This design comes from an exercise in tuning for small area and a short achievable clock period on the open sky130 flow, not from production work. At most, simulation tests tie the RTL to the original design; equivalence was not proved. Power and IR drop assume default switching activity. No driver is modelled on the clock port, so clocking that relies on it looks cheaper here than on a real chip.

== before ==
==> flow/design.v <==
module SPI_RAM(din,clk,rst_n,rx_valid,dout);
input [9:0] din;
input clk,rst_n,rx_valid;
output reg [7:0] dout;
reg [3:0] cnt;            
reg [7:0] wr_addr;
reg wz;                   
reg [7:0] rd_addr;
reg wp;                   
reg wpz;                  
reg [7:0] wdata;
reg [7:0] rs;             
reg wr, wr_n;             
wire [7:0] wt = wpz ? 8'd0 : wr_addr;
wire [7:0] wd = wdata ^ {8{~cnt[3]}};
wire [3:0] cntm1 = cnt - 4'd1;
wire [7:0] tap [0:31];
genvar r;
generate
    for (r = 0; r < 32; r = r + 1) begin : ring
        reg [63:0] q;     
        wire sel = (wt[7:3] == r);
        wire a = sel & wr;
        wire b = ~sel | wr_n;
        always @(posedge clk)
            q <= {q[55:0], ~((q[63:56] | {8{a}}) & (wd | {8{b}}))};
        assign tap[r] = q[7:0];
    end
endgenerate
wire deliver = rx_valid && rst_n;
wire put = deliver && din[9:8] == 2'b01;
wire wp_nx = put | (wp & ~wr);
wire wpz_nx = put ? wz : wpz;
wire [2:0] wt_nx = wpz_nx ? 3'd0 : wr_addr[2:0];
wire wr_nx = wp_nx && (cnt[2:0] + 3'd1 == wt_nx);
always @(posedge clk)
    cnt <= cnt + 4'd1;
always @(posedge clk) begin
    wp   <= wp_nx;
    wpz  <= wpz_nx;
    wr   <= wr_nx;
    wr_n <= ~wr_nx;
    if (put)
        wdata <= din[7:0];
    if (rx_valid && din[9:8] == 2'b00)
        wr_addr <= din[7:0];
    if (!rst_n)
        wz <= 1'b1;
    else if (rx_valid && din[9:8] == 2'b00)
        wz <= 1'b0;
    if (!rst_n)
        rd_addr <= 8'd0;
    else if (rx_valid && din[9:8] == 2'b10)
        rd_addr <= din[7:0];
    if (cntm1[2:0] == rd_addr[2:0])
        rs <= tap[rd_addr[7:3]] ^ {8{cntm1[3]}};
    if (deliver && din[9:8] == 2'b11)
        dout <= rs;
end
endmodule
module SPI_Slave(MOSI,clk,SS_n,tx_data,rst_n,MISO,rx_valid,rx_data);
    input MOSI,clk,SS_n,rst_n;
    input [7:0] tx_data;
    output reg MISO,rx_valid;
    output [9:0] rx_data;
localparam IDLE  = 3'd0;
localparam CHK   = 3'd1;
localparam WRITE = 3'd2;
localparam RDATA = 3'd3;
localparam RADD  = 3'd4;
reg [2:0] cs;
reg [3:0] bit_count;
reg read_ctrl;            
reg is_read_cmd;          
reg flag;                 
reg b0;                   
reg [9:0] sh;             
wire wpath = (cs == WRITE);
assign rx_data = {sh[9:1], wpath ? b0 : sh[0]};
wire cap = rx_valid & rx_data[9] & rx_data[8];
always @(posedge clk)
    sh <= {sh[8:0], MOSI};
always @(posedge clk) begin
    if (!rst_n) begin
        cs          <= IDLE;
        rx_valid    <= 1'b0;
        MISO        <= 1'b0;
        read_ctrl   <= 1'b0;
        is_read_cmd <= 1'b0;
        flag        <= 1'b0;
        b0          <= 1'b0;
    end else begin
        rx_valid <= 1'b0;
        if (rx_valid && wpath)
            b0 <= sh[0];
        if (cap)
            flag <= 1'b1;
        case (cs)
            IDLE: begin
                MISO <= 1'b0;
                if (!SS_n) cs <= CHK;
            end
            CHK: begin
                if (SS_n)
                    cs <= IDLE;
                else begin
                    is_read_cmd <= MOSI;
                    cs <= is_read_cmd ? (read_ctrl ? RDATA : RADD) : WRITE;
                end
            end
            WRITE, RADD: begin
                if (SS_n || bit_count == 4'd10)
                    cs <= IDLE;
                else if (bit_count == 4'd9) begin
                    rx_valid <= 1'b1;
                    if (cs == RADD) read_ctrl <= 1'b1;
                end
            end
            RDATA: begin
                if (SS_n || bit_count == 4'd10)
                    cs <= IDLE;
                else begin
                    MISO <= flag && !bit_count[3] && tx_data[~bit_count[2:0]];
                    if (bit_count == 4'd9) begin
                        read_ctrl <= 1'b0;
                        flag <= 1'b0;
                    end
                end
            end
            default: cs <= IDLE;
        endcase
    end
end
always @(posedge clk) begin
    if (cs == CHK)
        bit_count <= 4'd0;
    else
        bit_count <= bit_count + 4'd1;
end
endmodule
module TopModule(MOSI,clk,SS_n,rst_n,MISO);
    input MOSI,clk,SS_n,rst_n;
    output MISO;
    wire [9:0] rx_data;
    wire rx_valid;
    wire [7:0] tx_data;
    SPI_Slave spi_slave (MOSI,clk,SS_n,tx_data,rst_n,MISO,rx_valid,rx_data);
    SPI_RAM ram(rx_data,clk,rst_n,rx_valid,tx_data);
endmodule
Settings: LEC_CHECK=0, CAP_MARGIN=30, CORE_MARGIN=2, CORE_UTILIZATION=40, CTS_BUF_LIST=sky130_fd_sc_hd__clkbuf_16 sky130_fd_sc_hd__clkbuf_8 sky130_fd_sc_hd__clkbuf_4, CTS_CLUSTER_SIZE=30, SETUP_SLACK_MARGIN=4.5, SLEW_MARGIN=20; clock period 7.0 ns.
run.sh (not shown) runs the stock make flow with config.mk's settings and CLKGATE_MAP_FILE= SYNTH_SCRIPT=/design/flow/synth_recipe.tcl, a recipe that flattens the netlist after the stock synthesis.
Every stage of the flow completed for before, and the final layout passed the timing, DRC and antenna checks.
Relative to before, the following input files were edited for after:
Settings: a change of CTS_BUF_LIST from sky130_fd_sc_hd__clkbuf_16 sky130_fd_sc_hd__clkbuf_8 sky130_fd_sc_hd__clkbuf_4 to sky130_fd_sc_hd__clkbuf_8; a change of CTS_CLUSTER_SIZE from 30 to 20.
--- outcome ---
after went all the way through synthesis, placement and routing and the layout is clean on timing, DRC and antenna. Max final clock skew across before and after: after. Relative to before, after degrades minimum setup slack in the final design. Measured against each other, before and after differ in core occupancy in the finished layout, the higher figure coming from before. before → after: buffers inserted during post-CTS setup optimization went down, layout overhead on the synthesized area went down, cell area went down, multi-input logic portion of the cell area did not really move, routed metal-1 wirelength did not really move. Post-route fraction of the period consumed by the critical path: after > before. Post-detailed-route via-to-cell ratio (after vs. before) decreases slightly. before has lower relative max-transition margin than after.
No run of this note included a check of the RTL's function; only the layout flow was run.

* * *

// TopModule: RTL as listed in full above, without the edits since
==> flow/config.mk <==
export PLATFORM = sky130hd
export DESIGN_NAME = TopModule
export DESIGN_NICKNAME = TopModule
export VERILOG_FILES = /design/flow/design.v
export SDC_FILE = /design/flow/constraint.sdc
export NUM_CORES = 8
export LEC_CHECK = 0
export CAP_MARGIN = 30
export CORE_MARGIN = 2
export CORE_UTILIZATION = 40
export CTS_CLUSTER_DIAMETER = 80
export CTS_CLUSTER_SIZE = 30
export SETUP_SLACK_MARGIN = 4.5
export SLEW_MARGIN = 20
==> flow/constraint.sdc <==
create_clock -name core_clock -period 7.0 [get_ports {clk}]
set_input_delay 1.4000 -clock core_clock [delete_from_list [all_inputs] [get_ports {clk}]]
set_output_delay 1.4000 -clock core_clock [all_outputs]
set_load 0.01 [all_outputs]
The baseline finished clean.
Next try:
--- a/flow/config.mk
+++ b/flow/config.mk
@@ -9,6 +9,4 @@
 export CORE_MARGIN = 2
 export CORE_UTILIZATION = 40
-export CTS_CLUSTER_DIAMETER = 80
-export CTS_CLUSTER_SIZE = 30
 export SETUP_SLACK_MARGIN = 4.5
 export SLEW_MARGIN = 20
Core utilization grows by 3.3 points.
Setup slack got worse by 0.038 ns.
Global-route usage grows by 0.59 points.
Count of clock-buffer cells in the layout grows by 174.
Sequential share of layout area shrinks by 5.5 points.
Final cell count grows by a few percent.
Wire length grows by a few percent.
Total power grows by a quarter to a third.
Cell area grows by a little under a tenth.
Via count grows by a few percent.
No functional check of the RTL was part of any run of this note.

* * *

Starts from the design.v that is shown in full above.
clock: 7.0 ns
lec_check: 0
cap_margin: 30
core_margin: 2
core_utilization: 40
setup_slack_margin: 0.5
slew_margin: 20
Then changed:
Settings changed: CORE_UTILIZATION 40 to 65, PLACE_DENSITY set to 0.75, SETUP_SLACK_MARGIN 0.5 to 4.5.
The changed run ran to the end with no violations. Die area falls by 38%. Global-route usage rises by 17 points. Sequential power is about the same. Maximum frequency rises by 26%. Setup slack gains 0.68 ns. Cell area falls by 0.79%. Power hardly moves. Final cell count falls by 13%.
Then changed:
Settings changed: CORE_UTILIZATION 65 to 40, CTS_CLUSTER_DIAMETER set to 60, CTS_CLUSTER_SIZE set to 25, PLACE_DENSITY 0.75 to unset.
=>
- routed wire length falls by 17%
- worst setup slack is better by 0.070 ns
- sequential power hardly moves
- synthesized cell count is unchanged
- via count decreases by 9.5%
- first-iteration DRC count is lower by 2.2%
- cell area is lower by 4.0%
- count of clock-buffer cells in the layout decreases by 130
- clock power falls by 35%
Function was not checked in any run of this note: the RTL went through the layout flow alone.

* * *

Another version of the RTL of TopModule (not shown whole).
Size in the first run: ~2900 cells after synthesis, about 2100 flip-flops, roughly 5 I/O pins, roughly 0.048 mm² of cells after synthesis.
==> flow/config.mk <==
export PLATFORM = sky130hd
export DESIGN_NAME = TopModule
export DESIGN_NICKNAME = TopModule
export VERILOG_FILES = /design/flow/design.v
export SDC_FILE = /design/flow/constraint.sdc
export NUM_CORES = 8
export LEC_CHECK = 0
export CAP_MARGIN = 30
export CORE_MARGIN = 2
export CORE_UTILIZATION = 55
export PLACE_DENSITY = 0.7
export SETUP_SLACK_MARGIN = 4.6
export SLEW_MARGIN = 20
==> flow/constraint.sdc <==
create_clock -name core_clock -period 7.0 [get_ports {clk}]
set_input_delay 1.4000 -clock core_clock [delete_from_list [all_inputs] [get_ports {clk}]]
set_output_delay 1.4000 -clock core_clock [all_outputs]
set_load 0.01 [all_outputs]
standard.sh (not shown) runs the stock make flow with config.mk's settings and CLKGATE_MAP_FILE= SYNTH_SCRIPT=/design/flow/synth_recipe.tcl, a recipe that flattens the netlist after the stock synthesis.
==> flow/flow/run.sh <==
#!/bin/bash
# The standard layout (standard.sh) with two changes:
#  - synthesis maps the logic with an area-oriented ABC script (abc.script
#    here, in place of ORFS's abc_speed.script); every other synthesis step,
#    and so every register, is the standard synthesis's;
#  - the clock tree is built from larger sink clusters, without dummy loads.
# Each make run writes its output to a log here; each ORFS step keeps its
# own log under orfs/logs/.
set -euo pipefail
here=$(pwd)
rm -rf "$here/scripts_abc"
cp -r "$FLOW_HOME/scripts" "$here/scripts_abc"
cp "$here/flow/abc.script" "$here/scripts_abc/abc_speed.script"
bash standard.sh "SCRIPTS_DIR=$here/scripts_abc" synth > synth.log 2>&1
export CTS_ARGS="-sink_clustering_enable -repair_clock_nets -dont_use_dummy_load -buf_list {sky130_fd_sc_hd__clkbuf_16 sky130_fd_sc_hd__clkbuf_8 sky130_fd_sc_hd__clkbuf_4} -root_buf sky130_fd_sc_hd__clkbuf_16 -sink_clustering_buffer sky130_fd_sc_hd__clkbuf_16 -sink_buffer_max_cap_derate 1.0 -sink_clustering_size 30 -sink_clustering_max_diameter 80"
bash standard.sh finish > make.log 2>&1
==> flow/flow/abc.script <==
&get -n
&st
&syn2
&dch -f
&nf -a -R 100
&st
&syn2
&dch -f
&nf -a -R 100
&put
buffer -c
topo
stime -c
upsize -c
dnsize -c
==> next run, changes <==
--- a/flow/config.mk
+++ b/flow/config.mk
@@ -10,2 +10,2 @@
-export CORE_UTILIZATION = 55
-export PLACE_DENSITY = 0.7
+export CORE_UTILIZATION = 70
+export PLACE_DENSITY = 0.8
The changed run completed without violations.
Worst hold slack degrades by 0.030 ns.
Utilization came out higher by 16 points.
Design area drops slightly.
Worst setup slack stays flat.
Non-clock buffer count came out lower by 3.
Clock-buffer cell count stays the same.
==> next run, changes <==
--- a/flow/config.mk
+++ b/flow/config.mk
@@ -8 +8 @@
-export CAP_MARGIN = 30
+export CAP_MARGIN = 0
@@ -10,2 +10 @@
-export CORE_UTILIZATION = 70
-export PLACE_DENSITY = 0.8
+export CORE_UTILIZATION = 40
@@ -13 +12 @@
-export SLEW_MARGIN = 20
+export SLEW_MARGIN = 0
Outcome: Power hardly moves. Area after synthesis does not change. Final area is higher by 1.6%. First-iteration DRC count decreases by 26%. Count of clock-buffer cells in the layout is unchanged. Wire length went down by 11%. Global-route usage goes down by 13 points. Worst setup slack improves by 0.038 ns. Sequential share of layout area went down by 1.4 points. Critical path depth stays the same.
==> next run, changes <==
==> flow/flow/run.sh (replaced) <==
#!/bin/bash
# The standard layout (standard.sh), with the clock tree built from smaller
# sink clusters and without dummy loads. make's output goes to make.log; each
# ORFS step keeps its own log under orfs/logs/.
set -euo pipefail
export CTS_ARGS="-sink_clustering_enable -repair_clock_nets -dont_use_dummy_load -buf_list {sky130_fd_sc_hd__clkbuf_16 sky130_fd_sc_hd__clkbuf_8 sky130_fd_sc_hd__clkbuf_4} -root_buf sky130_fd_sc_hd__clkbuf_16 -sink_clustering_buffer sky130_fd_sc_hd__clkbuf_16 -sink_buffer_max_cap_derate 1.0 -sink_clustering_size 30 -sink_clustering_max_diameter 80"
bash standard.sh finish > make.log 2>&1
--- a/flow/config.mk
+++ b/flow/config.mk
@@ -8 +8 @@
-export CAP_MARGIN = 0
+export CAP_MARGIN = 30
@@ -11,2 +11,2 @@
-export SETUP_SLACK_MARGIN = 4.6
-export SLEW_MARGIN = 0
+export SETUP_SLACK_MARGIN = 5.0
+export SLEW_MARGIN = 20
removed: flow/flow/abc.script
Outcome:
- cell count goes up by 6.2%
- worst hold slack got worse by 0.052 ns
- wire length goes up by 13%
- core utilization goes up by 0.74 points

==> what the ideal ports hide <==
Ports are ideal in the flow. The routed layouts listed here were re-timed in OpenROAD. Step 1, drivers: a clkbuf_16 drives clk and a buf_2 each remaining input, both assumed. Step 2 also shifts input and output timing later by t, the mid clock arrival at the registers, as if the neighbouring blocks saw the same clock. a / b / c = ideal ports / drivers / drivers and shift; a / b = the first two.
run	shift t [ns]	setup slack, ns	hold WS [ns]	worst setup path at the end
before	0.829	4.401 / 4.333 / 3.784	0.302 / 0.302 / 0.302	input to register
after	0.971	4.258 / 4.192 / 3.729	0.246 / 0.246 / 0.246	input to register
the first run of note 2	0.750	4.436 / 4.403 / 3.889	0.311 / 0.311 / 0.311	input to register
the second run of note 2	0.828	4.398 / 4.330 / 3.779	0.300 / 0.300 / 0.300	input to register
the first run of note 3	0.830	3.701 / 3.701 / 3.638	0.301 / 0.301 / 0.301	input to register
the second run of note 3	0.835	4.378 / 4.305 / 3.753	0.270 / 0.270 / 0.270	input to register
the third run of note 3	0.772	4.449 / 4.376 / 3.829	0.308 / 0.308 / 0.308	input to register
the first run of note 4	0.699	4.507 / 4.441 / 4.019	0.284 / 0.284 / 0.284	input to register
the second run of note 4	0.695	4.504 / 4.436 / 3.983	0.255 / 0.255 / 0.255	input to register
the third run of note 4	0.706	4.542 / 4.475 / 4.054	0.283 / 0.283 / 0.283	input to register
the fourth run of note 4	0.709	4.488 / 4.416 / 4.401	0.231 / 0.231 / 0.231	input to register
After both steps every run listed still meets setup and hold. The setup slack of the second run of note 3, which loses most, moves by -0.073 ns with the drivers and by -0.625 ns with both steps.
